Background: an optimization exercise with open tools, aiming at small area, a short achievable clock period and few clock cycles per item. Do not read the settings as production practice. RTL that was checked went through simulation tests only; none was proved equivalent to the original. The RTL of runs 1 to 3 was laid out without a check of its function. Power and IR drop assume default switching activity.

--- design/flow/flow/run.sh ---
#!/bin/bash
# The standard layout with: the standard synthesis script, its logic mapped
# by a delay-oriented ABC script; repair_timing aiming for a larger setup slack;
# a clock tree of larger sink clusters without dummy loads; buf_2 port buffers;
# the pin assignment in io.tcl.
set -euo pipefail
here=$PWD
{ head -1 synth_recipe.tcl; sed "s|@ABC_SCRIPT@|$here/flow/delay.abc|" flow/abc_override.tcl; tail -n +2 synth_recipe.tcl; } > my_synth.tcl
bash standard.sh SYNTH_SCRIPT=$here/my_synth.tcl SETUP_SLACK_MARGIN=7.8 \
  "CTS_ARGS=-sink_clustering_enable -repair_clock_nets -dont_use_dummy_load -sink_clustering_size 24 -sink_clustering_max_diameter 100" \
  "BUFFER_PORTS_ARGS=-buffer_cell sky130_fd_sc_hd__buf_2" \
  IO_CONSTRAINTS=$here/flow/io.tcl \
  finish > standard.log 2>&1
--- design/flow/flow/abc_override.tcl ---
# Map the logic with a delay-oriented ABC script (structural hashing, then a
# choice computation and a delay-driven cut mapping), instead of
# ORFS's abc_speed.script. Only the combinational mapping changes.
proc abc {args} {
  set i [lsearch -exact $args -script]
  if {$i >= 0} { set args [lreplace $args $i [expr {$i + 1}] -script @ABC_SCRIPT@] }
  yosys abc {*}$args
}
--- design/flow/flow/delay.abc ---
strash; dch; map -D 1500; topo; buffer -c; upsize -c; dnsize -c
--- design/flow/flow/io.tcl ---
# Pin assignment: the bus control, address and read data on one edge, next to
# each other, so the read path from PADDR_IN to PRDATA_OUT stays short; the
# write data on the neighbouring edge.
set_io_pin_constraint -pin_names {PADDR_IN[*] PSEL_IN PENABLE_IN PWRITE_IN PREADY_OUT PRDATA_OUT[*]} -region right:*
set_io_pin_constraint -pin_names {PWDATA_IN[*]} -region top:*
--- design/flow/standard.sh ---
#!/bin/bash
# synth_recipe.tcl (not shown) runs the flow's synth.tcl, then flattens the netlist and writes it again
# the make line also repeats each setting of config.mk as NAME=value (left out here)
make -C /OpenROAD-flow-scripts/flow DESIGN_CONFIG=/design/flow/config.mk WORK_HOME=/design/flow/orfs CLKGATE_MAP_FILE= SYNTH_SCRIPT=/design/flow/synth_recipe.tcl "${@:-finish}"
--- design/flow/config.mk ---
export PLATFORM = sky130hd
export DESIGN_NAME = SHA
export DESIGN_NICKNAME = SHA
export VERILOG_FILES = /design/flow/design.v
export SDC_FILE = /design/flow/constraint.sdc
export NUM_CORES = 8
export LEC_CHECK = 0
export CAP_MARGIN = 20
export CORE_MARGIN = 2
export CORE_UTILIZATION = 50
export GPL_TIMING_DRIVEN = 1
export PLACE_DENSITY = 0.6
export SLEW_MARGIN = 20
export TNS_END_PERCENT = 5
--- design/flow/constraint.sdc ---
create_clock -name core_clock -period 11.0 [get_ports {PCLK_IN}]
set_input_delay 2.2000 -clock core_clock [delete_from_list [all_inputs] [get_ports {PCLK_IN}]]
set_output_delay 2.2000 -clock core_clock [all_outputs]
set_load 0.01 [all_outputs]
--- design/flow/design.v ---
module SHA(
	input logic PCLK_IN,
	input logic [4:0] PADDR_IN,
	input logic PRESETn_IN,
	input logic PSEL_IN,
	input logic PENABLE_IN,
	input logic PWRITE_IN,
	input logic [31:0] PWDATA_IN,
	output logic PREADY_OUT,
	output logic [31:0] PRDATA_OUT);
	localparam logic [31:0] K0 = 32'h5a827999, K1 = 32'h6ed9eba1,
	                        K2 = 32'h8f1bbcdc, K3 = 32'hca62c1d6;
	logic [31:0] M [16];    
	logic [15:0] zf;        
	logic wv;               
	logic [3:0] wa;
	logic [31:0] wd;
	logic [31:0] S [16];    
	logic [31:0] H [5];     
	logic [31:0] a, b, c, d, eKW;
	logic [6:0] p;          
	logic sch;              
	logic [3:0] tgt;        
	logic [15:0] oh;        
	logic [1:0] kn;         
	logic [31:0] kv;        
	logic [31:0] F1, F0;    
	logic xrot;             
	logic ok;               
	logic ld2;              
	logic busy;             
	wire rdy = !busy;
	wire rst = !PRESETn_IN;
	wire we = PSEL_IN & !PENABLE_IN & PWRITE_IN & rdy;
	wire [3:0] k = PADDR_IN[4] ? 4'd15 : PADDR_IN[3:0];
	logic [15:0] wk;        
	always_comb for (int j = 0; j < 16; j++) wk[j] = wv && wa == j;
	wire ld1 = rdy & !ld2 & (!ok | p[4]);
	wire hazard = we & (ld1 ? 1'b0 : ld2 ? (k == 4'd0) : (sch | (k < tgt)));
	wire last = !rdy & (p == 7'd80);
	logic [31:0] f;
	always_comb for (int i = 0; i < 32; i++) f[i] = b[i] ? F1[i] : F0[i];
	wire [31:0] a5 = {a[26:0], a[31:27]};
	wire [31:0] T = a5 + f + eKW;
	wire [31:0] cn = {b[1:0], b[31:2]};
	wire [31:0] cxd = cn ^ c;
	wire [31:0] F1n = (kn == 2'd0) ? cn : (kn == 2'd2) ? (cn | c) : ~cxd;
	wire [31:0] F0n = (kn == 2'd0) ? c : (kn == 2'd2) ? (cn & c) : cxd;
	wire [31:0] eKW_n = d + kv + S[15];
	wire [3:0] tw = ld1 ? 4'd0 : ld2 ? 4'd1 : tgt;
	wire tv = ld1 | ld2 | !sch;
	wire [15:0] ts = ld1 ? 16'h0001 : ld2 ? 16'h0002 : oh;   
	logic [31:0] msel;
	always_comb begin
		msel = 32'd0;
		for (int j = 0; j < 16; j++)
			if (ts[j] && !zf[j]) msel = msel | M[j];
	end
	wire wsel = we & tv & (k == tw);   
	wire [31:0] wrec = S[13] ^ S[8] ^ S[2] ^ S[0];
	wire [31:0] mseln = (wv && wa == tw) ? wd : msel;
	wire [31:0] wn = wsel ? PWDATA_IN : tv ? mseln : {wrec[30:0], wrec[31]};
	wire [31:0] X = xrot ? {a[1:0], a[31:2]} : a;
	wire [31:0] hsum = H[4] + X;
	wire ring = !rdy & (p >= 7'd76);
	always_ff @(posedge PCLK_IN) begin
		for (int j = 0; j < 16; j++)
			if (wk[j]) M[j] <= wd;
		wv <= we & !rst;
		wa <= k;
		wd <= PWDATA_IN;
		if (rst) zf <= 16'hffff;
		else zf <= zf & ~wk;
		for (int j = 0; j < 15; j++) S[j] <= S[j+1];
		S[15] <= wn;
		eKW <= eKW_n;
		if (ld2) begin
			a <= H[0]; b <= H[1]; c <= H[2]; d <= H[3];
			F1 <= H[2]; F0 <= H[3];
		end else begin
			a <= T; b <= a; c <= cn; d <= ld1 ? H[4] : c;
			F1 <= F1n; F0 <= F0n;
		end
		if (ld1 || ld2 || last) begin
			p <= 7'd0;
			tgt <= 4'd2;
			oh <= 16'h0004;
			sch <= 1'b0;
			kn <= 2'd0;
			kv <= K0;
		end else begin
			p <= p + 7'd1;
			tgt <= tgt + 4'd1;
			oh <= {oh[14:0], 1'b0};
			sch <= sch | (tgt == 4'd15);
			if (p == 7'd18) begin kn <= 2'd1; kv <= K1; end
			if (p == 7'd38) begin kn <= 2'd2; kv <= K2; end
			if (p == 7'd58) begin kn <= 2'd3; kv <= K3; end
		end
		xrot <= (p <= 7'd77);
		if (rst) begin
			PREADY_OUT <= 1'b1;
			busy <= 1'b0;
			ok <= 1'b0;
			ld2 <= 1'b0;
		end else begin
			if (last || hazard) ok <= 1'b0;
			else if (ld2) ok <= 1'b1;
			ld2 <= ld1;
			PREADY_OUT <= rdy_n;
			busy <= !rdy_n;
		end
		if (rst) begin
			H[0] <= 32'h67452301;
			H[1] <= 32'hefcdab89;
			H[2] <= 32'h98badcfe;
			H[3] <= 32'h10325476;
			H[4] <= 32'hc3d2e1f0;
		end else if (ring) begin
			H[0] <= hsum; H[1] <= H[0]; H[2] <= H[1]; H[3] <= H[2]; H[4] <= H[3];
		end
		case (PADDR_IN)
			5'd16: PRDATA_OUT <= H[0];
			5'd17: PRDATA_OUT <= H[1];
			5'd18: PRDATA_OUT <= H[2];
			5'd19: PRDATA_OUT <= H[3];
			5'd20: PRDATA_OUT <= H[4];
			default: PRDATA_OUT <= 32'd0;
		endcase
	end
	wire rdy_n = rst | (rdy ? !(PSEL_IN & PENABLE_IN) : last);
endmodule
==> results.cfg, run 1 <==
[finish]
drive_above_1_share_pct = 8.89
syn2layout_area_growth_pct = 9.10
final_common_cell = dfxtp_1
final_core_util_pct = 54.9
fin_cells = 6499
layout_common_cells = dfxtp_1, nand2_1, edfxtp_1
fin_nets = 5279

[drt]
dr_wl_met2_um = 73400
via_count = 37000
via_per_inst = 5.69
drt_wl_total_um = 159000
dr.pass1.iters = 6
wl_met1_um = 68700
dr_wl_met3_um = 11600
dr.first_iter.drc_count = 3536
drc_errors = 0
wire_per_inst_um = 24.5
route.antenna.remaining_nets = 0
top_layer_used = met5

[critical_path]
critPathKind = flop to output port
timing.critical_path.buf_inv = 1
worstPathRequired_ns = 8.80
r2r-end = a[26]
critPathTopFamily = flip-flops
slowest_delay_ns = 0.42
cp_data_arrival_time_ns = 1.21
crit_path_end_kind = output port
cp_max_fo = 2
cp-startpoint = PRDATA_OUT[30]
crit_slowest_cell = dfxtp_4
crit_chain = buf_2
reg2reg_slack_ns = 7.65
cp-start-kind = flop
reg2reg_depth = 15
reg2reg_from = a[29]

[placed_design]
hpwlAfterDp_um = 101000
place_congestion = 0.920
port_buffers = 74
place_inst = 6379

[power]
peakVddDrop_v = 0.000155
power.leakage_nw = 23.4
powerDensity_nw_per_um2 = 226
power_mw = 13.7

[logic_synthesis]
ys_ff_latch = 1538
synth_cell_type_count = 66
ys.flop_type = dfxtp_1
async_flop_share_pct = 0
synth-edff-count = 512
postSynthCellCount = 4968
synth_seq_area_share_pct = 64.5
synthesis.area_sq_um = 55600
synth_nets = 5238
ys_warn_count = 4
syn_area_per_cell_sq_um = 11.2

[die]
die_w_um = 338
coreArea_sq_um = 111000
initial_core_util_pct = 50.3
pin_count = 75
floorplan.die.height_um = 338
dieArea_sq_um = 114000
placementRows = 122

[global_route]
grt_max_degree = 97
grt_pass1_vias = 34600
antenna_found_initial = 11
grt.total_usage_pct = 27.6
grt_pass1_wl_um = 230000
grt_overflow_total = 0

[sta]
finalSetupTns_ns = 0
slew_headroom_pct = 29.2
finalHoldViolCount = 0
setup_viol = 0
rsz0062_at_grt = true
fin_worst_skew_ns = 0.101
fmax_mhz = 293
worstMarginPinSlew_ns = 1.06
hold_slack_ns = 0.248
post-route-period-util_pct = 31.0
slew_viol_final = 0
period_needed_ns = 3.41

[clock_tree]
h-tree-depth = 3
cts_tree = yes
clkLatencyLatePin_ns = 0.68
cts.sink_count = 1538
ctsRootBufferMaster = clkbuf_16
cts_buffers = 75
ctsLongestPathBuffers = 3
path_clk_slew_ns = 0.10

[job]
maxCapViolations = 0

[min_path]
hp-class = flop to flop
min_to = S[11][29]
min_from = S[12][29]
hold_depth = 0

[outcome]
status = complete, no violations
[per-stage QoR]
step	setup slack, ns	area (sq um)
after floorplan	7.71	55700
after global placement	6.39	57700
after detailed placement	6.33	57700
after CTS	7.55	60200
after global routing	7.50	60700
final	7.59	60700
[metal layers]
layer | track usage [%] | up-vias
met2 | 44.6 | 1366
met1 | 38.6 | 18100
met5 | 0 | -
met3 | 3.79 | 229
li1 | - | 17200
met4 | 8.88 | 6
[final cells by class]
cell class,instances,area (sq um)
fill,9564,49800
antenna,4,10.0
clock buffer,75,1880
timing repair buffer,174,1420
timing repair inverter,1,7.51
inverter,346,1320
multi-input combinational,2873,18200
tap,1488,1860
sequential,1538,36000
[worst max-delay path by stage]
stage | to | cells past startpoint
after floorplan | S[15][10] | 7
final | PRDATA_OUT[30] | 1
after global placement | S[15][0] | 9
after detailed placement | S[15][0] | 9
after global routing | a[31] | 17
after CTS | PRDATA_OUT[29] | 1
[synthesized netlist by cell type (7+ instances only)]
| master | count | area (sq um) |
|---|---|---|
| a2111oi_0 | 28 | 245 |
| a211oi_1 | 10 | 75.1 |
| a21oi_1 | 289 | 1450 |
| a221oi_1 | 14 | 123 |
| a22o_1 | 16 | 140 |
| a22oi_1 | 159 | 1190 |
| a31oi_1 | 13 | 81.3 |
| buf_1 | 12 | 45.0 |
| buf_2 | 35 | 175 |
| clkbuf_1 | 154 | 578 |
| dfxtp_1 | 1026 | 20500 |
| edfxtp_1 | 512 | 15400 |
| fa_1 | 61 | 1220 |
| ha_1 | 167 | 2090 |
| inv_1 | 336 | 1260 |
| inv_2 | 9 | 33.8 |
| nand2_1 | 686 | 2570 |
| nand3_1 | 174 | 871 |
| nand3b_1 | 17 | 128 |
| nand4_1 | 32 | 200 |
| nor2_1 | 384 | 1440 |
| nor3_1 | 28 | 140 |
| nor3_2 | 7 | 70.1 |
| nor4_1 | 38 | 238 |
| o2111ai_1 | 37 | 324 |
| o211ai_1 | 30 | 225 |
| o21ai_0 | 326 | 1630 |
| o21ai_1 | 15 | 75.1 |
| o221ai_1 | 39 | 342 |
| o22ai_1 | 22 | 138 |
| o31ai_1 | 8 | 60.1 |
| o41ai_1 | 24 | 210 |
| or2_2 | 7 | 43.8 |
| xnor2_1 | 87 | 762 |
| xor2_1 | 87 | 762 |
[power by group]
| part | switching [mW] | internal, mW | total, mW | leakage [nW] |
|---|---|---|---|---|
| registers | 0.344 | 6.23 | 6.57 | 13.0 |
| logic | 2.63 | 1.59 | 4.22 | 9.54 |
| clock network | 1.71 | 1.22 | 2.93 | 0.924 |
[cells by family after synthesis]
kind of cell | count (synthesis) | share of synthesized area, %
muxes | 1 | 0.0180
and+or+nand+nor | 1391 | 10.6
AOI/OAI and AO/OA | 1079 | 12.2
buffers and inverters | 557 | 3.95
DFF | 1538 | 64.5
xor gates and xnor gates | 174 | 2.74
adders and majority gates | 228 | 5.95
[sequential cells by signal, summed over array words and instances, names as in the netlist, 13 cells and up]
name / flops
M: 512
S: 512
H: 160
F0: 32
F1: 32
PRDATA_OUT: 32
a: 32
b: 32
c: 32
d: 32
eKW: 32
wd: 32
zf: 16
oh: 14
kv: 13
[timing repair]
action	CTS	global route
setup endpoints to repair	209	243
hold buffers	0	0
buffers inserted	17	17
resized for setup	91	100
endpoints found under the hold margin	0	0
pin swaps	19	38
gates cloned	7	0
==> run 2, diff against run 1 <==
--- a/design/flow/design.v
+++ b/design/flow/design.v
@@ -14,5 +14,2 @@
 	logic [15:0] zf;        
-	logic wv;               
-	logic [3:0] wa;
-	logic [31:0] wd;
 	logic [31:0] S [16];    
@@ -23,3 +20,2 @@
 	logic [3:0] tgt;        
-	logic [15:0] oh;        
 	logic [1:0] kn;         
@@ -36,3 +32,3 @@
 	logic [15:0] wk;        
-	always_comb for (int j = 0; j < 16; j++) wk[j] = wv && wa == j;
+	always_comb for (int j = 0; j < 16; j++) wk[j] = we && k == j;
 	wire ld1 = rdy & !ld2 & (!ok | p[4]);
@@ -51,3 +47,2 @@
 	wire tv = ld1 | ld2 | !sch;
-	wire [15:0] ts = ld1 ? 16'h0001 : ld2 ? 16'h0002 : oh;   
 	logic [31:0] msel;
@@ -56,3 +51,3 @@
 		for (int j = 0; j < 16; j++)
-			if (ts[j] && !zf[j]) msel = msel | M[j];
+			if (tv && tw == j && !zf[j]) msel = msel | M[j];
 	end
@@ -60,4 +55,3 @@
 	wire [31:0] wrec = S[13] ^ S[8] ^ S[2] ^ S[0];
-	wire [31:0] mseln = (wv && wa == tw) ? wd : msel;
-	wire [31:0] wn = wsel ? PWDATA_IN : tv ? mseln : {wrec[30:0], wrec[31]};
+	wire [31:0] wn = wsel ? PWDATA_IN : tv ? msel : {wrec[30:0], wrec[31]};
 	wire [31:0] X = xrot ? {a[1:0], a[31:2]} : a;
@@ -67,6 +61,3 @@
 		for (int j = 0; j < 16; j++)
-			if (wk[j]) M[j] <= wd;
-		wv <= we & !rst;
-		wa <= k;
-		wd <= PWDATA_IN;
+			if (wk[j]) M[j] <= PWDATA_IN;
 		if (rst) zf <= 16'hffff;
@@ -86,3 +77,2 @@
 			tgt <= 4'd2;
-			oh <= 16'h0004;
 			sch <= 1'b0;
@@ -93,3 +83,2 @@
 			tgt <= tgt + 4'd1;
-			oh <= {oh[14:0], 1'b0};
 			sch <= sch | (tgt == 4'd15);
==> results.cfg, run 2 <==
[logic_synthesis]
synth-compound-area-share_pct = 12.0
async_flop_share_pct = 0
synth_top_area_share_pct = 36.2
synth_top_family_by_area = compound AO/OA/AOI/OAI gates
synth-edff-count = 512
synthTopCellsByCount = dfxtp_1, nand2_1, edfxtp_1
synthAdderAreaFrac_pct = 6.13
synthesis.area_sq_um = 54000
ys_warn_count = 4
synth-simple-area-share_pct = 10.6
ys_ff_latch = 1487
synth_cell_type_count = 61
post-synth-top-count-cell = dfxtp_1
synth.area.top_cells = dfxtp_1, edfxtp_1, nand2_1, ha_1, o21ai_0
synth_seq_area_share_pct = 64.6
postSynthCellCount = 4828
muxShareOfSynthArea_pct = 0.0185
synth_xor_area_share_pct = 2.69
synth_top_cell_by_area = dfxtp_1
ys.flop_type = dfxtp_1
synth_nets = 5098
syn_area_per_cell_sq_um = 11.2

[clock_tree]
clkLatencyLatePin_ns = 0.67
ctsLongestPathBuffers = 3
ctsRootBufferMaster = clkbuf_16
cts.sink_count = 1487
cts_buffers = 73
cts_tree = yes
holdBufCountCts = 0
h-tree-depth = 3
path_clk_slew_ns = 0.09

[power]
power_mw = 13.7
power.leakage_nw = 22.9
peakVddDrop_v = 0.000195
powerDensity_nw_per_um2 = 230

[sta]
post-route-period-util_pct = 31.2
slew_viol_final = 0
finalHoldViolCount = 0
slew_headroom_pct = 27.8
fin_worst_skew_ns = 0.0875
period_needed_ns = 3.43
rsz0062_at_grt = true
setup_slack_ns = 7.57
setup_viol = 0
finalSetupTns_ns = 0
worstMarginPinSlew_ns = 1.08
fmax_mhz = 291

[global_route]
grt_overflow_total = 0
grt_max_degree = 198
grt_pass1_wl_um = 225000
grt.total_usage_pct = 27.6
grt_pass1_vias = 33500
antenna_found_initial = 32

[finish]
regArea_sq_um = 35000
multi_input_area_sq_um = 17900
final_common_cell = dfxtp_1
drive_above_1_share_pct = 10.1
syn2layout_area_growth_pct = 10.1
layout_common_cells = dfxtp_1, nand2_1, edfxtp_1
fillers = 9100
biggestRegsByFlops = M: 512 flops, S: 512 flops, H: 160 flops
fin_nets = 5186

[drt]
route.antenna.remaining_nets = 0
drc_errors = 0
via_per_inst = 5.76
via_count = 36400
drt_wl_total_um = 155000
dr.first_iter.drc_count = 4262
wire_per_inst_um = 24.5
dr.pass1.iters = 5

[critical_path]
crit_slowest_cell = buf_4
cp_max_fo = 32
crit_chain = buf_2 -> nor2_1 -> inv_1 -> nor3_2 -> buf_4 -> a22oi_1 -> nand3_1
critPathKind = input pin to flop
slowest_delay_ns = 0.56
cp-start-kind = input pin
crit_path_end_kind = flop
worstPathRequired_ns = 11.49
cp_data_arrival_time_ns = 3.92

[placed_design]
pre_cts_ws_ns = 5.64
hpwlAfterDp_um = 103000
place_congestion = 0.960
port_buffers = 74

[die]
pin_count = 75
coreArea_sq_um = 107000
placementRows = 120
initial_core_util_pct = 50.4
die_w_um = 333
dieArea_sq_um = 111000
floorplan.die.height_um = 333

[outcome]
status = complete, no violations

[job]
maxCapViolations = 0

[min_path]
hp-class = flop to flop
run 2: cell count changes after synthesis, sizes merged, moves of 28 or more:
cell	before	now
nand2	690	718
nand3	175	133
o221ai	40	9
a21oi	293	198
xor2	87	57
dfxtp	1026	975
a221oi	17	46
run 2: per-layer routing:
metal  wire, um  global-route usage [%]
met4       4830                    7.57
met3      16300                    5.78
met2      64300                    39.3
met1      69800                    42.3
met5         13                       0
run 2: worst max-delay path, delay by kind of cell:
family	cells	cell delay, ns
compound gates	1	0.14
buf+inv	3	0.83
simple gates	3	0.71
run 2: power by group:
part	switching [mW]	internal [mW]
clock network	1.65	1.19
registers	0.310	6.03
logic	2.80	1.69
total	4.76	8.91
run 2: through the flow:
step	util, %	instances	cell area (sq um)	hold WS [ns]
2_1_floorplan	-	4828	54100	0.310
3_3_place_gp	52.3	6176	56000	0.310
3_5_place_dp	52.4	6178	56100	0.312
4_1_cts	54.7	6274	58500	0.288
5_1_grt	55.5	6317	59400	0.298
6_report	55.5	6324	59400	0.297
run 2: cell type report:
type / count / area share [%]
sequential: 1487 / 58.9
clock buffer: 73 / 3.07
timing repair buffer: 194 / 2.65
multi-input combinational: 2797 / 30.1
tap: 1403 / 2.95
inverter: 363 / 2.35
antenna: 7 / 0.0295
run 2: repair_timing:
| item | 4_1_cts | 5_1_grt |
|---|---|---|
| setup endpoints to repair | 667 | 678 |
| pin swaps | 21 | 48 |
| setup buffers | 19 | 42 |
| gates resized for setup | 128 | 138 |
| gates cloned | 4 | 1 |
run 2: worst paths after layout:
kind / startpoint / depth (start not counted) / slack, ns / end
worst max-delay path: PADDR_IN[3] / 7 / 7.57 / PRDATA_OUT[6]
worst max register to register: busy / 10 / 7.62 / S[15][15]
worst min-delay path: S[14][28] / 0 / 0.30 / S[13][28]
worst min register to register: S[14][28] / 0 / 0.30 / S[13][28]
run 2: logic make-up after synthesis:
group                      Yosys count
muxes                                1
adders and majority gates          228
DFF                               1487
xor gates and xnor gates           166
AOI/OAI and AO/OA                 1019
and+or+nand+nor                   1381
buffers and inverters              546
==> run 3, diff against run 2 <==
--- a/design/flow/design.v
+++ b/design/flow/design.v
@@ -67,8 +67,7 @@
 		eKW <= eKW_n;
-		if (ld2) begin
-			a <= H[0]; b <= H[1]; c <= H[2]; d <= H[3];
-			F1 <= H[2]; F0 <= H[3];
+		F1 <= F1n; F0 <= F0n;
+		if (ld1) begin
+			a <= H[1]; b <= {H[2][29:0], H[2][31:30]}; c <= H[3]; d <= H[4];
 		end else begin
-			a <= T; b <= a; c <= cn; d <= ld1 ? H[4] : c;
-			F1 <= F1n; F0 <= F0n;
+			a <= ld2 ? H[0] : T; b <= a; c <= cn; d <= c;
 		end
==> results.cfg, run 3 <==
[outcome]
status = complete, no violations

[power]
peakVddDrop_v = 0.000171
power.leakage_nw = 22.4
powerDensity_nw_per_um2 = 230

[finish]
final_common_cell = dfxtp_1
syn2layout_area_growth_pct = 10.5
layout_common_cells = dfxtp_1, nand2_1, edfxtp_1
fin_nets = 5030
final_area_sq_um = 59400
fin_cells = 6168
drive_above_1_share_pct = 10.7
biggestRegsByFlops = M: 512 flops, S: 512 flops, H: 160 flops

[drt]
drt_wl_total_um = 158000
drc_errors = 0
via_per_inst = 5.82
wire_per_inst_um = 25.6
route.antenna.remaining_nets = 0
dr.pass1.iters = 6
via_count = 35900
dr.first_iter.drc_count = 3622

[clock_tree]
ctsLongestPathBuffers = 3
cts_tree = yes
cts_buffers = 73
cts.sink_count = 1487
holdBufCountCts = 0
clkLatencyLatePin_ns = 0.68
ctsRootBufferMaster = clkbuf_16
h-tree-depth = 3
path_clk_slew_ns = 0.09

[global_route]
grt_overflow_total = 0
antenna_found_initial = 24
grt_max_degree = 114
grt_pass1_vias = 33800
grt_pass1_wl_um = 228000
grt.total_usage_pct = 28.0

[die]
initial_core_util_pct = 50.3
dieArea_sq_um = 110000
die_w_um = 332
placementRows = 120
pin_count = 75
floorplan.die.height_um = 332
coreArea_sq_um = 107000

[sta]
period_needed_ns = 3.52
rsz0062_at_grt = true
slew_headroom_pct = 11.9
post-route-period-util_pct = 32.0
setup_viol = 0
finalHoldViolCount = 0
fmax_mhz = 284
worstMarginPinSlew_ns = 1.30
slew_viol_final = 0
fin_worst_skew_ns = 0.0673
hold_slack_ns = 0.290
finalSetupTns_ns = 0

[critical_path]
crit_path_end_kind = flop
slowest_delay_ns = 0.58
critPathTopFamily = buffers and inverters
crit_slowest_cell = buf_4
reg2reg_from = a[27]
r2r-end = a[25]
cp_data_arrival_time_ns = 3.97
reg2reg_depth = 18
crit_chain = buf_2 -> nor2_1 -> inv_1 -> nor3_2 -> buf_4 -> a22oi_1 -> o2111ai_1
cp.depth = 7
endpoint = PRDATA_OUT[11]
timing.critical_path.buf_inv = 3
critPathKind = input pin to flop
reg2reg_slack_ns = 7.52
cp_max_fo = 32
cp-start-kind = input pin
worstPathRequired_ns = 11.45
cp-startpoint = PADDR_IN[3]

[logic_synthesis]
synth_seq_area_share_pct = 64.9
synth-edff-count = 512
syn_area_per_cell_sq_um = 11.5
synthTopCellsByCount = dfxtp_1, nand2_1, edfxtp_1
synth_nets = 4955
async_flop_share_pct = 0
post-synth-top-count-cell = dfxtp_1
synthesis.area_sq_um = 53700
synth_top_area_share_pct = 36.3
ys_warn_count = 4
postSynthCellCount = 4685
synth.area.top_cells = dfxtp_1, edfxtp_1, nand2_1, ha_1, o21ai_0
synth_cell_type_count = 69
ys.flop_type = dfxtp_1
synth_top_cell_by_area = dfxtp_1
ys_ff_latch = 1487

[job]
maxCapViolations = 0

[placed_design]
hpwlAfterDp_um = 102000
placed_area_sq_um = 55600
place_congestion = 0.908
port_buffers = 74
place_inst = 6017

[min_path]
hp-class = flop to flop
-- run 3: routing by layer --
layer	global-route usage, %	vias up	part of all wire, %
met5	0	-	0.025
met4	10.5	8	4.1
met3	3.94	287	6.5
met2	45.8	1294	47
met1	38.1	17800	42
li1	-	16500	-
-- run 3: metrics by stage --
step | util [%] | total power [mW] | setup WS [ns]
3_3_place_gp | 52.0 | 9.93 | 5.98
6_report | 55.6 | 13.7 | 7.48
3_5_place_dp | 52.0 | 9.94 | 5.99
5_1_grt | 55.6 | 14.3 | 7.47
2_1_floorplan | - | 8.73 | 7.04
4_1_cts | 54.6 | 13.1 | 7.57
-- run 3: worst min-delay path by stage --
stage,startpoint,end,slack [ns],depth (start not counted)
floorplan,S[1][0],S[0][0],0.31,0
detailed placement,S[14][22],S[13][22],0.31,0
global route,S[5][8],S[4][8],0.29,0
global placement,S[3][26],S[2][26],0.31,0
CTS,S[5][8],S[4][8],0.28,0
finish,S[5][8],S[4][8],0.29,0
-- run 3: kinds of logic (layout without fill, tap and decap cells) --
group,count (synthesis),count (layout),synth area share [%]
mux,1,1,0.0186
xor+xnor,163,163,2.66
buf+inv,493,564,3.64
simple gates,1190,1192,9.37
fa+ha+maj,228,228,6.16
other cells,0,7,0
flops,1487,1487,64.9
compound gates,1123,1123,13.2
-- run 3: area by class of cell --
class                      instances  area (sq um)
antenna                            7          17.5
multi-input combinational       2707         18000
inverter                         298          1200
clock buffer                      73          1830
timing repair buffer             192          1670
timing repair inverter             1          8.76
fill                            9026         47500
tap                             1403          1760
sequential                      1487         35000
-- run 3: power breakdown --
part	switching (mW)	internal [mW]	leakage, nW
logic	2.89	1.70	8.93
registers	0.267	5.97	12.5
clock network	1.64	1.19	0.900
-- run 3: repair_timing --
action                                  4_1_cts  5_1_grt
buffers inserted                             34       27
gates resized for setup                     145      175
pin swaps                                    35       49
hold endpoints to repair                      0        0
cloned                                        6        4
endpoints found under the setup margin      781      725
==> run 4, diff against run 3 <==
--- a/design/flow/design.v
+++ b/design/flow/design.v
@@ -21,3 +21,2 @@
 	logic [1:0] kn;         
-	logic [31:0] kv;        
 	logic [31:0] F1, F0;    
@@ -44,2 +43,3 @@
 	wire [31:0] F0n = (kn == 2'd0) ? c : (kn == 2'd2) ? (cn & c) : cxd;
+	wire [31:0] kv = (kn == 2'd0) ? K0 : (kn == 2'd1) ? K1 : (kn == 2'd2) ? K2 : K3;
 	wire [31:0] eKW_n = d + kv + S[15];
@@ -67,9 +67,10 @@
 		eKW <= eKW_n;
-		F1 <= F1n; F0 <= F0n;
-		if (ld1) begin
-			a <= H[1]; b <= {H[2][29:0], H[2][31:30]}; c <= H[3]; d <= H[4];
+		if (ld2) begin
+			a <= H[0]; b <= H[1]; c <= H[2]; d <= H[3];
+			F1 <= H[2]; F0 <= H[3];
 		end else begin
-			a <= ld2 ? H[0] : T; b <= a; c <= cn; d <= c;
+			a <= T; b <= a; c <= cn; d <= ld1 ? H[4] : c;
+			F1 <= F1n; F0 <= F0n;
 		end
-		if (ld1 || ld2 || last) begin
+		if (rst || ld1 || ld2 || last) begin
 			p <= 7'd0;
@@ -78,3 +79,2 @@
 			kn <= 2'd0;
-			kv <= K0;
 		end else begin
@@ -83,5 +83,5 @@
 			sch <= sch | (tgt == 4'd15);
-			if (p == 7'd18) begin kn <= 2'd1; kv <= K1; end
-			if (p == 7'd38) begin kn <= 2'd2; kv <= K2; end
-			if (p == 7'd58) begin kn <= 2'd3; kv <= K3; end
+			if (p == 7'd18) kn <= 2'd1;
+			if (p == 7'd38) kn <= 2'd2;
+			if (p == 7'd58) kn <= 2'd3;
 		end
==> results.cfg, run 4 <==
[power]
power_frac_comb_pct = 33.5
p_seq_share_pct = 45.9
clkPwrFrac_pct = 20.6
cellInternalPower_mw = 8.92
peakVddDrop_v = 0.000246
sw_frac_of_total_pct = 34.9
p_sw_mw = 4.79
powerDensity_nw_per_um2 = 229
power.leakage_nw = 23.3

[die]
initial_core_util_pct = 50.4
coreArea_sq_um = 107000
pin_count = 75
dieArea_sq_um = 111000
placementRows = 120
floorplan.die.height_um = 333
die_w_um = 333

[critical_path]
cp_data_arrival_time_ns = 3.80
endpoint = M[11][11]
worstPathRequired_ns = 11.32
r2r-end = eKW[31]
timing.critical_path.buf_inv = 3
crit_path_end_kind = flop
crit_chain = buf_2 -> nor2_4 -> inv_1 -> nand3_1 -> nor2_4 -> buf_6
cp_common_cell = nor2_4
reg2reg_from = kn[0]
slowest_delay_ns = 0.43
cp-startpoint = PADDR_IN[1]
critPathTopFamily = simple AND/OR/NAND/NOR gates
reg2reg_depth = 15
reg2reg_slack_ns = 7.57
cp_max_fo = 20
cp-start-kind = input pin
cp.depth = 6
critPathKind = input pin to flop
crit_slowest_cell = nand3_1

[logic_synthesis]
synthTopCellsByCount = dfxtp_1, nand2_1, edfxtp_1
synth.area.top_cells = dfxtp_1, edfxtp_1, nand2_1, o21ai_0, ha_1
syn_area_per_cell_sq_um = 11.1
ys.flop_type = dfxtp_1
ys_warn_count = 4
synth_nets = 5145
postSynthCellCount = 4871
synth_cell_type_count = 57
synth_top_cell_by_area = dfxtp_1
synth-edff-count = 512
ys_ff_latch = 1475
synth_seq_area_share_pct = 64.2
synth_top_area_share_pct = 35.7
async_flop_share_pct = 0
synthesis.area_sq_um = 54000
post-synth-top-count-cell = dfxtp_1

[sta]
slew_headroom_pct = 26.6
fin_worst_skew_ns = 0.0791
slew_viol_final = 0
period_needed_ns = 3.48
fmax_mhz = 287
finalHoldViolCount = 0
rsz0062_at_grt = true
setup_viol = 0
finalSetupTns_ns = 0
post-route-period-util_pct = 31.6
worstMarginPinSlew_ns = 1.09

[drt]
dr_wl_met3_um = 17800
wl_met1_um = 70500
wire_per_inst_um = 25.0
drt_wl_total_um = 160000
via_per_inst = 5.77
route.antenna.remaining_nets = 0
dr_wl_met2_um = 65600
via_count = 37000
dr.pass1.iters = 6
dr.first_iter.drc_count = 4228
drc_errors = 0
top_layer_used = met5

[clock_tree]
clkLatencyLatePin_ns = 0.69
holdBufCountCts = 0
path_clk_slew_ns = 0.09
ctsLongestPathBuffers = 3
cts_buffers = 72
cts_tree = yes
ctsRootBufferMaster = clkbuf_16
cts.sink_count = 1475
h-tree-depth = 3

[job]
maxCapViolations = 0

[global_route]
antenna_found_initial = 35
grt_pass1_vias = 34500
grt.total_usage_pct = 28.3
grt_max_degree = 90
grt_pass1_wl_um = 230000
grt_overflow_total = 0

[finish]
final_common_cell = dfxtp_1
fin_nets = 5265
syn2layout_area_growth_pct = 11.1
fin_cells = 6408
biggestRegsByFlops = M: 512 flops, S: 512 flops, H: 160 flops
drive_above_1_share_pct = 11.3
layout_common_cells = dfxtp_1, nand2_1, edfxtp_1

[placed_design]
place_inst = 6210
port_buffers = 74
hpwlAfterDp_um = 104000
place_congestion = 0.952

[min_path]
hp-class = flop to flop

[outcome]
status = complete, no violations
run 4: kinds of logic after synthesis:
kind of cell               synth area share (%)
DFF                                        64.2
and+or+nand+nor                            10.3
AOI/OAI and AO/OA                          12.4
buffers and inverters                      4.00
adders and majority gates                  6.23
xor gates and xnor gates                   2.81
muxes                                    0.0371
run 4: metal layers:
layer | vias up | GRT usage, %
met5 | - | 1.43
met4 | 20 | 10.1
met3 | 297 | 8.77
met2 | 1725 | 39.8
met1 | 18000 | 41.0
li1 | 17000 | -
run 4: timing repair:
item,in CTS,in global routing
cloned,8,2
pin swaps,56,69
setup endpoints to repair,666,673
gates resized for setup,170,147
setup buffers,58,42
run 4: final cells by class:
type | instances | area, sq um
fill | 9089 | 47100
multi-input combinational | 2842 | 18300
clock buffer | 72 | 1800
timing repair buffer | 238 | 2000
antenna | 16 | 40.0
timing repair inverter | 1 | 5.00
tap | 1403 | 1760
inverter | 361 | 1400
sequential | 1475 | 34700
run 4: power groups by stage:
| stage | sequential, mW | combinational (mW) | clock (mW) |
|---|---|---|---|
| finish | 6.30 | 4.59 | 2.82 |
| global placement | 6.41 | 3.62 | 0 |
| floorplan | 6.27 | 2.62 | 0 |
| global route | 6.33 | 5.05 | 3.06 |
| detailed placement | 6.41 | 3.64 | 0 |
| CTS | 6.28 | 3.89 | 2.87 |
run 4: how the worst min path moves through the flow:
| stage | startpoint | endpoint | slack, ns | depth (start not counted) |
|---|---|---|---|---|
| detailed placement | S[12][16] | S[11][16] | 0.31 | 0 |
| CTS | S[1][23] | S[0][23] | 0.26 | 0 |
| global route | S[1][23] | S[0][23] | 0.28 | 0 |
| floorplan | S[1][0] | S[0][0] | 0.31 | 0 |
| finish | S[1][23] | S[0][23] | 0.27 | 0 |
| global placement | S[5][9] | S[4][9] | 0.31 | 0 |
run 4: metrics by stage:
| stage | power [mW] | hold slack [ns] | setup slack, ns | util (%) | instance area (sq um) |
|---|---|---|---|---|---|
| 2_1_floorplan | 8.90 | 0.310 | 7.02 | - | 54100 |
| 3_3_place_gp | 10.0 | 0.310 | 6.05 | 52.3 | 56000 |
| 3_5_place_dp | 10.1 | 0.312 | 5.93 | 52.3 | 56000 |
| 4_1_cts | 13.0 | 0.264 | 7.56 | 55.1 | 59000 |
| 5_1_grt | 14.4 | 0.275 | 7.42 | 56.0 | 60000 |
| 6_report | 13.7 | 0.265 | 7.52 | 56.0 | 60000 |
run 4: worst reg2reg max path, stage by stage, from the launching register on:
cell        delay (ns)
dfxtp_4           0.40
clkinvlp_4        0.12
buf_4             0.16
ha_4              0.25
fa_1              0.54
inv_1             0.05
ha_2              0.31
a21oi_2           0.20
nand3_2           0.12
nand2_1           0.08
o211ai_1          0.13
a31o_2            0.28
a21oi_4           0.18
o21ai_4           0.09
a221oi_2          0.26
xor2_1            0.16
Testbench counts of run 4, summed over its fixed seeds: cycles 34,095, blocks 397.
==> run 5, diff against run 4 <==
--- a/design/flow/design.v
+++ b/design/flow/design.v
@@ -18,2 +18,4 @@
 	logic [6:0] p;          
+	logic [15:0] oh;        
+	logic [15:0] th;        
 	logic sch;              
@@ -23,4 +25,4 @@
 	logic xrot;             
+	logic yen;              
 	logic ok;               
-	logic ld2;              
 	logic busy;             
@@ -32,4 +34,4 @@
 	always_comb for (int j = 0; j < 16; j++) wk[j] = we && k == j;
-	wire ld1 = rdy & !ld2 & (!ok | p[4]);
-	wire hazard = we & (ld1 ? 1'b0 : ld2 ? (k == 4'd0) : (sch | (k < tgt)));
+	wire ld = rdy & (!ok | p[4]);     
+	wire hazard = we & (ld ? (k == 4'd0) : th[k]);
 	wire last = !rdy & (p == 7'd80);
@@ -44,5 +46,3 @@
 	wire [31:0] kv = (kn == 2'd0) ? K0 : (kn == 2'd1) ? K1 : (kn == 2'd2) ? K2 : K3;
-	wire [31:0] eKW_n = d + kv + S[15];
-	wire [3:0] tw = ld1 ? 4'd0 : ld2 ? 4'd1 : tgt;
-	wire tv = ld1 | ld2 | !sch;
+	wire [31:0] eKWn = d + kv + S[15];
 	logic [31:0] msel;
@@ -51,9 +51,12 @@
 		for (int j = 0; j < 16; j++)
-			if (tv && tw == j && !zf[j]) msel = msel | M[j];
+			if ((ld ? (j == 1) : oh[j]) && !zf[j]) msel = msel | M[j];
 	end
-	wire wsel = we & tv & (k == tw);   
+	wire [3:0] tw = ld ? 4'd1 : tgt;   
+	wire wsel = we & (ld | !sch) & (k == tw);
 	wire [31:0] wrec = S[13] ^ S[8] ^ S[2] ^ S[0];
-	wire [31:0] wn = wsel ? PWDATA_IN : tv ? msel : {wrec[30:0], wrec[31]};
-	wire [31:0] X = xrot ? {a[1:0], a[31:2]} : a;
-	wire [31:0] hsum = H[4] + X;
+	wire [31:0] wn = wsel ? PWDATA_IN : (sch & !ld) ? {wrec[30:0], wrec[31]} : msel;
+	wire [31:0] m0 = zf[0] ? 32'd0 : M[0];
+	wire [31:0] X = rdy ? K0 : xrot ? {a[1:0], a[31:2]} : a;
+	wire [31:0] Y = yen ? M[0] : 32'd0;
+	wire [31:0] hsum = H[4] + X + Y;
 	wire ring = !rdy & (p >= 7'd76);
@@ -64,15 +67,17 @@
 		else zf <= zf & ~wk;
-		for (int j = 0; j < 15; j++) S[j] <= S[j+1];
+		for (int j = 0; j < 14; j++) S[j] <= S[j+1];
+		S[14] <= ld ? m0 : S[15];
 		S[15] <= wn;
-		eKW <= eKW_n;
-		if (ld2) begin
-			a <= H[0]; b <= H[1]; c <= H[2]; d <= H[3];
+		if (ld) begin
+			a <= H[0]; b <= H[1]; c <= H[2]; d <= H[3]; eKW <= hsum;
 			F1 <= H[2]; F0 <= H[3];
 		end else begin
-			a <= T; b <= a; c <= cn; d <= ld1 ? H[4] : c;
+			a <= T; b <= a; c <= cn; d <= c; eKW <= eKWn;
 			F1 <= F1n; F0 <= F0n;
 		end
-		if (rst || ld1 || ld2 || last) begin
+		if (rst || ld || last) begin
 			p <= 7'd0;
+			oh <= 16'h0004;
 			tgt <= 4'd2;
+			th <= 16'h0003;
 			sch <= 1'b0;
@@ -81,4 +86,6 @@
 			p <= p + 7'd1;
+			oh <= {oh[14:0], 1'b0};
 			tgt <= tgt + 4'd1;
-			sch <= sch | (tgt == 4'd15);
+			th <= {th[14:0], 1'b1};
+			sch <= sch | oh[15];
 			if (p == 7'd18) kn <= 2'd1;
@@ -88,2 +95,3 @@
 		xrot <= (p <= 7'd77);
+		yen <= rdy_n & !zf_n0;
 		if (rst) begin
@@ -92,7 +100,5 @@
 			ok <= 1'b0;
-			ld2 <= 1'b0;
 		end else begin
 			if (last || hazard) ok <= 1'b0;
-			else if (ld2) ok <= 1'b1;
-			ld2 <= ld1;
+			else if (ld) ok <= 1'b1;
 			PREADY_OUT <= rdy_n;
@@ -119,2 +125,3 @@
 	wire rdy_n = rst | (rdy ? !(PSEL_IN & PENABLE_IN) : last);
+	wire zf_n0 = rst | (zf[0] & !wk[0]);
 endmodule
==> design/flow/flow/run.sh (replaced) <==
#!/bin/bash
# The standard layout with: the standard synthesis script, its logic mapped
# by the ABC scripts in abc_override.tcl; repair_timing aiming for a larger setup
# slack; a clock tree of larger sink clusters without dummy loads; buf_2 port
# buffers.
set -euo pipefail
here=$PWD
{ head -1 synth_recipe.tcl; sed "s|@DIR@|$here/flow|g" flow/abc_override.tcl; tail -n +2 synth_recipe.tcl; } > my_synth.tcl
bash standard.sh SYNTH_SCRIPT=$here/my_synth.tcl SETUP_SLACK_MARGIN=7.8 \
  "CTS_ARGS=-sink_clustering_enable -repair_clock_nets -dont_use_dummy_load -sink_clustering_size 24 -sink_clustering_max_diameter 100" \
  "BUFFER_PORTS_ARGS=-buffer_cell sky130_fd_sc_hd__buf_2" \
  finish > standard.log 2>&1
==> design/flow/flow/abc_override.tcl (replaced) <==
# Logic mapping. ABC maps the input cones of the round datapath registers (a, eKW,
# F1, F0, H) with a delay-driven cut mapping that keeps the adders' prefix
# structure (fast.abc), and the rest of the logic with a choice computation and a
# delay-driven mapping (rest.abc), instead of ORFS's abc_speed.script. Only the
# combinational mapping changes; the registers are the standard synthesis's.
proc abc {args} {
  set i [lsearch -exact $args -script]
  set fast [lreplace $args $i [expr {$i + 1}] -script @DIR@/fast.abc]
  set rest [lreplace $args $i [expr {$i + 1}] -script @DIR@/rest.abc]
  yosys select -set dp {c:a*$_DFF_P_} {c:eKW*$_DFF_P_} {c:F1*$_DFF_P_} {c:F0*$_DFF_P_} {c:H*$_SDFF*} %u %u %u %u {%ci*:-sky130_fd_sc_hd__dfxtp_1[Q]:-sky130_fd_sc_hd__edfxtp_1[Q]} {t:$_*} %i
  yosys abc {*}$fast @dp
  yosys abc {*}$rest
}
==> design/flow/flow/fast.abc (new file) <==
strash; map -D 1000; topo; buffer -c; upsize -c; dnsize -c
==> design/flow/flow/rest.abc (new file) <==
strash; dch; map -D 1500; topo; buffer -c; upsize -c; dnsize -c
removed: design/flow/flow/delay.abc
removed: design/flow/flow/io.tcl
==> results.cfg, run 5 <==
[outcome]
status = complete, no violations

[sta]
rsz0062_at_grt = true
worstMarginPinSlew_ns = 1.10
period_needed_ns = 3.46
finalSetupTns_ns = 0
setup_viol = 0
slew_viol_final = 0
fin_worst_skew_ns = 0.0647
fmax_mhz = 289
post-route-period-util_pct = 31.4
slew_headroom_pct = 27.0
finalHoldViolCount = 0
setup_slack_ns = 7.54

[power]
powerDensity_nw_per_um2 = 197
clkPwrFrac_pct = 22.9
power.leakage_nw = 25.2
cellInternalPower_mw = 8.39
p_sw_mw = 4.32
p_seq_share_pct = 49.2
peakVddDrop_v = 0.000146
sw_frac_of_total_pct = 34.0
power_frac_comb_pct = 27.9

[placed_design]
port_buffers = 74
pre_cts_ws_ns = 6.37
hpwlAfterDp_um = 122000
placed_area_sq_um = 60000
place_inst = 6940
place_congestion = 0.993

[die]
initial_core_util_pct = 50.5
placementRows = 124
die_w_um = 344
pin_count = 75
floorplan.die.height_um = 344
coreArea_sq_um = 115000
dieArea_sq_um = 119000

[drt]
via_per_inst = 5.69
dr.first_iter.drc_count = 3895
dr.pass1.iters = 6
wire_per_inst_um = 25.3
route.antenna.remaining_nets = 0
via_count = 40400
drc_errors = 0
drt_wl_total_um = 180000

[critical_path]
crit_path_end_kind = output port
cp_data_arrival_time_ns = 1.26
crit_slowest_cell = dfxtp_2
cp_max_fo = 1
crit_chain = buf_2
slowest_delay_ns = 0.42
critPathKind = flop to output port
critPathTopFamily = flip-flops
timing.critical_path.buf_inv = 1
cp-startpoint = PRDATA_OUT[23]
worstPathRequired_ns = 8.80
reg2reg_from = xrot
cp-start-kind = flop

[finish]
fin_nets = 5883
final_core_util_pct = 56.3
final_common_cell = nand2_1
multi_input_area_sq_um = 21800
regArea_sq_um = 35200
biggestRegsByFlops = M: 512 flops, S: 512 flops, H: 160 flops
fillers = 9956
final_area_sq_um = 64600
fin_cells = 7093
layout_common_cells = nand2_1, dfxtp_1, edfxtp_1
drive_above_1_share_pct = 11.7
syn2layout_area_growth_pct = 11.4

[logic_synthesis]
postSynthCellCount = 5522
ys.flop_type = dfxtp_1
ys_warn_count = 4
async_flop_share_pct = 0
ys_ff_latch = 1503
synth_cell_type_count = 61
synth_seq_area_share_pct = 60.8
syn_area_per_cell_sq_um = 10.5
synth.area.top_cells = dfxtp_1, edfxtp_1, nand2_1, ha_1, fa_1
synthTopCellsByCount = nand2_1, dfxtp_1, edfxtp_1
synth_nets = 5823
synthesis.area_sq_um = 57900
synth_top_area_share_pct = 34.2
post-synth-top-count-cell = nand2_1
synth_top_cell_by_area = dfxtp_1
synth-edff-count = 512

[clock_tree]
h-tree-depth = 3
holdBufCountCts = 0
path_clk_slew_ns = 0.10
cts_buffers = 75
ctsRootBufferMaster = clkbuf_16
clkLatencyLatePin_ns = 0.69
cts_tree = yes
cts.sink_count = 1503
ctsLongestPathBuffers = 3

[global_route]
antenna_found_initial = 13
grt_pass1_vias = 38700
grt_max_degree = 113
grt.total_usage_pct = 30.2
grt_pass1_wl_um = 262000
grt_overflow_total = 0

[min_path]
hp-class = flop to flop
min_from = S[5][0]

[job]
maxCapViolations = 0
==> run 5: final timing paths <==
kind | slack [ns] | endpoint | depth (start not counted)
worst max-delay path | 7.54 | PRDATA_OUT[23] | 1
worst min-delay path | 0.31 | S[4][0] | 0
worst max register to register | 7.61 | H[0][25] | 19
worst min register to register | 0.31 | S[4][0] | 0
==> run 5: through the flow <==
step / hold slack (ns) / power [mW]
detailed placement: 0.312 / 9.45
global route: 0.323 / 13.2
global placement: 0.310 / 9.44
floorplan: 0.310 / 8.24
CTS: 0.314 / 12.5
finish: 0.313 / 12.7
==> run 5: metal layers <==
layer	share of wire (%)	GRT usage, %	vias to the layer above
li1	-	-	18800
met1	45	44.1	19900
met2	45	46.7	1434
met3	6.7	3.72	252
met4	3.5	10.2	14
met5	0.051	0	-
==> run 5: kinds of logic after synthesis <==
kind of cell	synth area share (%)
buf+inv	4.88
fa+ha+maj	6.79
compound gates	12.1
flops	60.8
mux	1.26
xor+xnor	2.59
simple gates	11.6
==> run 5: area by class of cell <==
type                       instances  area share [%]
timing repair buffer             210            2.81
timing repair inverter             3          0.0388
clock buffer                      75            2.91
multi-input combinational       3295            33.8
tap                             1512            2.93
sequential                      1503            54.6
antenna                            1         0.00388
inverter                         494            2.96
==> run 5: timing repair <==
item | in CTS | in global routing
setup endpoints to repair | 858 | 741
gates cloned | 8 | 0
gates resized for setup | 409 | 80
pin swaps | 76 | 18
buffers inserted | 63 | 6
==> run 5: power groups by stage <==
stage | Clock (mW) | Sequential, mW | Combinational, mW
after floorplan | 0 | 6.21 | 2.03
after global placement | 0 | 6.37 | 3.08
after detailed placement | 0 | 6.36 | 3.09
after CTS | 2.97 | 6.24 | 3.30
after global routing | 3.14 | 6.26 | 3.83
final | 2.91 | 6.25 | 3.54
Testbench counts of run 5, summed over its fixed seeds: cycles 34,095, blocks 397.
==> run 6, diff against run 5 <==
--- a/design/flow/design.v
+++ b/design/flow/design.v
@@ -18,4 +18,2 @@
 	logic [6:0] p;          
-	logic [15:0] oh;        
-	logic [15:0] th;        
 	logic sch;              
@@ -35,3 +33,3 @@
 	wire ld = rdy & (!ok | p[4]);     
-	wire hazard = we & (ld ? (k == 4'd0) : th[k]);
+	wire hazard = we & (ld ? (k == 4'd0) : (sch | (k < tgt)));
 	wire last = !rdy & (p == 7'd80);
@@ -47,2 +45,4 @@
 	wire [31:0] eKWn = d + kv + S[15];
+	wire [3:0] tw = ld ? 4'd1 : tgt;   
+	wire tv = ld | !sch;
 	logic [31:0] msel;
@@ -51,6 +51,5 @@
 		for (int j = 0; j < 16; j++)
-			if ((ld ? (j == 1) : oh[j]) && !zf[j]) msel = msel | M[j];
+			if (tv && tw == j && !zf[j]) msel = msel | M[j];
 	end
-	wire [3:0] tw = ld ? 4'd1 : tgt;   
-	wire wsel = we & (ld | !sch) & (k == tw);
+	wire wsel = we & tv & (k == tw);   
 	wire [31:0] wrec = S[13] ^ S[8] ^ S[2] ^ S[0];
@@ -79,5 +78,3 @@
 			p <= 7'd0;
-			oh <= 16'h0004;
 			tgt <= 4'd2;
-			th <= 16'h0003;
 			sch <= 1'b0;
@@ -86,6 +83,4 @@
 			p <= p + 7'd1;
-			oh <= {oh[14:0], 1'b0};
 			tgt <= tgt + 4'd1;
-			th <= {th[14:0], 1'b1};
-			sch <= sch | oh[15];
+			sch <= sch | (tgt == 4'd15);
 			if (p == 7'd18) kn <= 2'd1;
==> results.cfg, run 6 <==
[drt]
dr_wl_met2_um = 79300
drt_wl_total_um = 185000
via_per_inst = 5.80
route.antenna.remaining_nets = 0
dr_wl_met3_um = 15600
wire_per_inst_um = 26.1
wl_met1_um = 84400
dr.pass1.iters = 6
drc_errors = 0
via_count = 41200
dr.first_iter.drc_count = 4454
top_layer_used = met5

[finish]
fin_nets = 5894
layout_common_cells = nand2_1, dfxtp_1, edfxtp_1
fillers = 9738
biggestRegsByFlops = M: 512 flops, S: 512 flops, H: 160 flops
syn2layout_area_growth_pct = 13.6
regArea_sq_um = 34700
multi_input_area_sq_um = 22500
final_common_cell = nand2_1
drive_above_1_share_pct = 14.6
diodes = 0
fin_cells = 7100

[die]
die_w_um = 343
pin_count = 75
dieArea_sq_um = 117000
coreArea_sq_um = 114000
floorplan.die.height_um = 343
initial_core_util_pct = 50.3
placementRows = 124

[clock_tree]
clkLatencyLatePin_ns = 0.70
cts_tree = yes
cts.sink_count = 1475
holdBufCountCts = 0
path_clk_slew_ns = 0.09
ctsLongestPathBuffers = 3
h-tree-depth = 3
ctsRootBufferMaster = clkbuf_16
cts_buffers = 74

[critical_path]
slowest_delay_ns = 0.54
reg2reg_depth = 16
critPathKind = input pin to flop
worstPathRequired_ns = 11.59
reg2reg_slack_ns = 7.58
cp_data_arrival_time_ns = 4.14
reg2reg_from = xrot
crit_path_end_kind = flop
cp-startpoint = PADDR_IN[0]
r2r-end = H[0][26]
cp_max_fo = 29
cp_common_cell = inv_1
crit_chain = buf_2 -> inv_1 -> nor2_1 -> inv_1 -> nor3_2 -> buf_4 -> a22oi_1 -> nand3_1
crit_slowest_cell = buf_4
cp-start-kind = input pin

[sta]
hold_slack_ns = 0.309
slew_headroom_pct = 25.3
finalSetupTns_ns = 0
fin_worst_skew_ns = 0.116
period_needed_ns = 3.56
slew_viol_final = 0
worstMarginPinSlew_ns = 1.12
post-route-period-util_pct = 32.3
rsz0062_at_grt = true
setup_slack_ns = 7.44
setup_viol = 0
finalHoldViolCount = 0
fmax_mhz = 281

[job]
maxCapViolations = 0

[logic_synthesis]
synth_top_cell_by_area = dfxtp_1
synth_top_area_share_pct = 33.6
synth_cell_type_count = 62
ys_ff_latch = 1475
synth.area.top_cells = dfxtp_1, edfxtp_1, nand2_1, ha_1, a22oi_1
syn_area_per_cell_sq_um = 10.5
async_flop_share_pct = 0
synth-edff-count = 512
synthTopCellsByCount = nand2_1, dfxtp_1, edfxtp_1
postSynthCellCount = 5458
synth_seq_area_share_pct = 60.4
post-synth-top-count-cell = nand2_1
synthesis.area_sq_um = 57400
ys.flop_type = dfxtp_1
synth_nets = 5762
ys_warn_count = 4

[global_route]
grt_pass1_wl_um = 265000
grt.total_usage_pct = 31.0
antenna_found_initial = 3
grt_max_degree = 214
grt_overflow_total = 0
grt_pass1_vias = 37900

[min_path]
min_to = S[2][5]
hold_depth = 0
min_from = S[3][5]
hp-class = flop to flop

[power]
powerDensity_nw_per_um2 = 198
peakVddDrop_v = 0.000138
power.leakage_nw = 25.2

[placed_design]
pre_cts_ws_ns = 6.16
place_inst = 6863
place_congestion = 0.990
port_buffers = 74
hpwlAfterDp_um = 127000

[outcome]
status = complete, no violations
==> run 6: cell count changes after synthesis, sizes merged, moves of 13 or more <==
cell / change
nand4: +15
xnor2: -33
o22ai: -40
dfxtp: -28
o31ai: +27
o21ai: -13
inv: -58
a21oi: +33
a22oi: +52
o211ai: -25
==> run 6: logic make-up (layout without fill, tap and decap cells) <==
kind of cell	count (synthesis)	in the layout	synth area share (%)
compound gates	1174	1174	12.6
xor+xnor	134	134	2.09
fa+ha+maj	262	262	6.92
buf+inv	660	777	4.53
flops	1475	1475	60.4
mux	69	69	1.27
simple gates	1684	1697	12.2
==> run 6: layer usage <==
layer | global-route usage, % | vias to the layer above
met4 | 8.62 | 4
li1 | - | 18900
met3 | 4.81 | 241
met1 | 47.6 | 20200
met5 | 0 | -
met2 | 45.2 | 1786
==> run 6: per-stage QoR <==
step | instance area (sq um) | total power [mW] | utilization, %
finish | 65200 | 12.9 | 57.2
global route | 65200 | 13.4 | 57.2
CTS | 64300 | 12.4 | 56.4
detailed placement | 59300 | 9.41 | 52.0
global placement | 59300 | 9.41 | 52.0
floorplan | 57600 | 8.14 | -
==> run 6: worst max path at each step <==
stage | end | slack [ns] | depth (start not counted)
final | PRDATA_OUT[23] | 7.44 | 8
after global placement | M[3][9] | 6.28 | 6
after floorplan | M[10][0] | 7.25 | 5
after global routing | H[0][25] | 7.44 | 18
after CTS | PRDATA_OUT[6] | 7.52 | 1
after detailed placement | H[0][25] | 6.16 | 17
==> run 6: power breakdown <==
part | leakage, nW | internal [mW] | switching (mW)
clock network | 0.912 | 1.21 | 1.65
logic | 11.8 | 1.36 | 2.51
registers | 12.4 | 5.86 | 0.295
total | 25.2 | 8.42 | 4.46
==> run 6: what timing repair did <==
item / in CTS / in global routing
pin swaps: 127 / 31
endpoints found under the setup margin: 742 / 625
buffers inserted: 116 / 27
cloned: 17 / 2
resized for setup: 484 / 158
==> run 6: worst max-delay path, delay by kind of cell <==
| family | cells | cell delay [ns] |
|---|---|---|
| buffers and inverters | 4 | 1.00 |
| and+or+nand+nor | 3 | 0.74 |
| AOI/OAI and AO/OA | 1 | 0.14 |
==> run 6: area by class of cell <==
type	count	share of cell area (%)
clock buffer	74	2.84
inverter	437	2.60
multi-input combinational	3336	34.5
sequential	1475	53.2
tap	1512	2.90
timing repair buffer	265	3.94
timing repair inverter	1	0.0115
Testbench counts of run 6, summed over its fixed seeds: cycles 34,095, blocks 397.

## static timing again, ports no longer ideal
The results above use ideal ports. As a check the final layouts listed here were re-extracted and re-timed, cells and wires unchanged.
Step 1, drivers: a clkbuf_16 drives PCLK_IN and a buf_2 each remaining input, both assumed.
Step 2, shift: input delay + t, output delay - t, t = (earliest + latest rising clock arrival at the registers) / 2. This alone moves slack from input paths to output paths.
Three values: no drivers, after step 1, after step 2; two values: the first two.
run | shift t [ns] | setup WS [ns] | cell pins on the clock port's net
run 1 | 0.705 | 7.586 / 7.516 / 6.970 | 1
run 2 | 0.719 | 7.566 / 7.542 / 6.823 | 1
run 3 | 0.730 | 7.476 / 7.495 / 6.765 | 1
run 4 | 0.711 | 7.520 / 7.560 / 6.849 | 1
run 5 | 0.734 | 7.542 / 7.466 / 6.883 | 1
run 6 | 0.715 | 7.445 / 7.452 / 6.737 | 1
After both steps setup and hold are still met in every run listed. For run 2, which loses most, drivers alone change the setup slack by -0.024 ns; drivers and shift together by -0.743 ns.
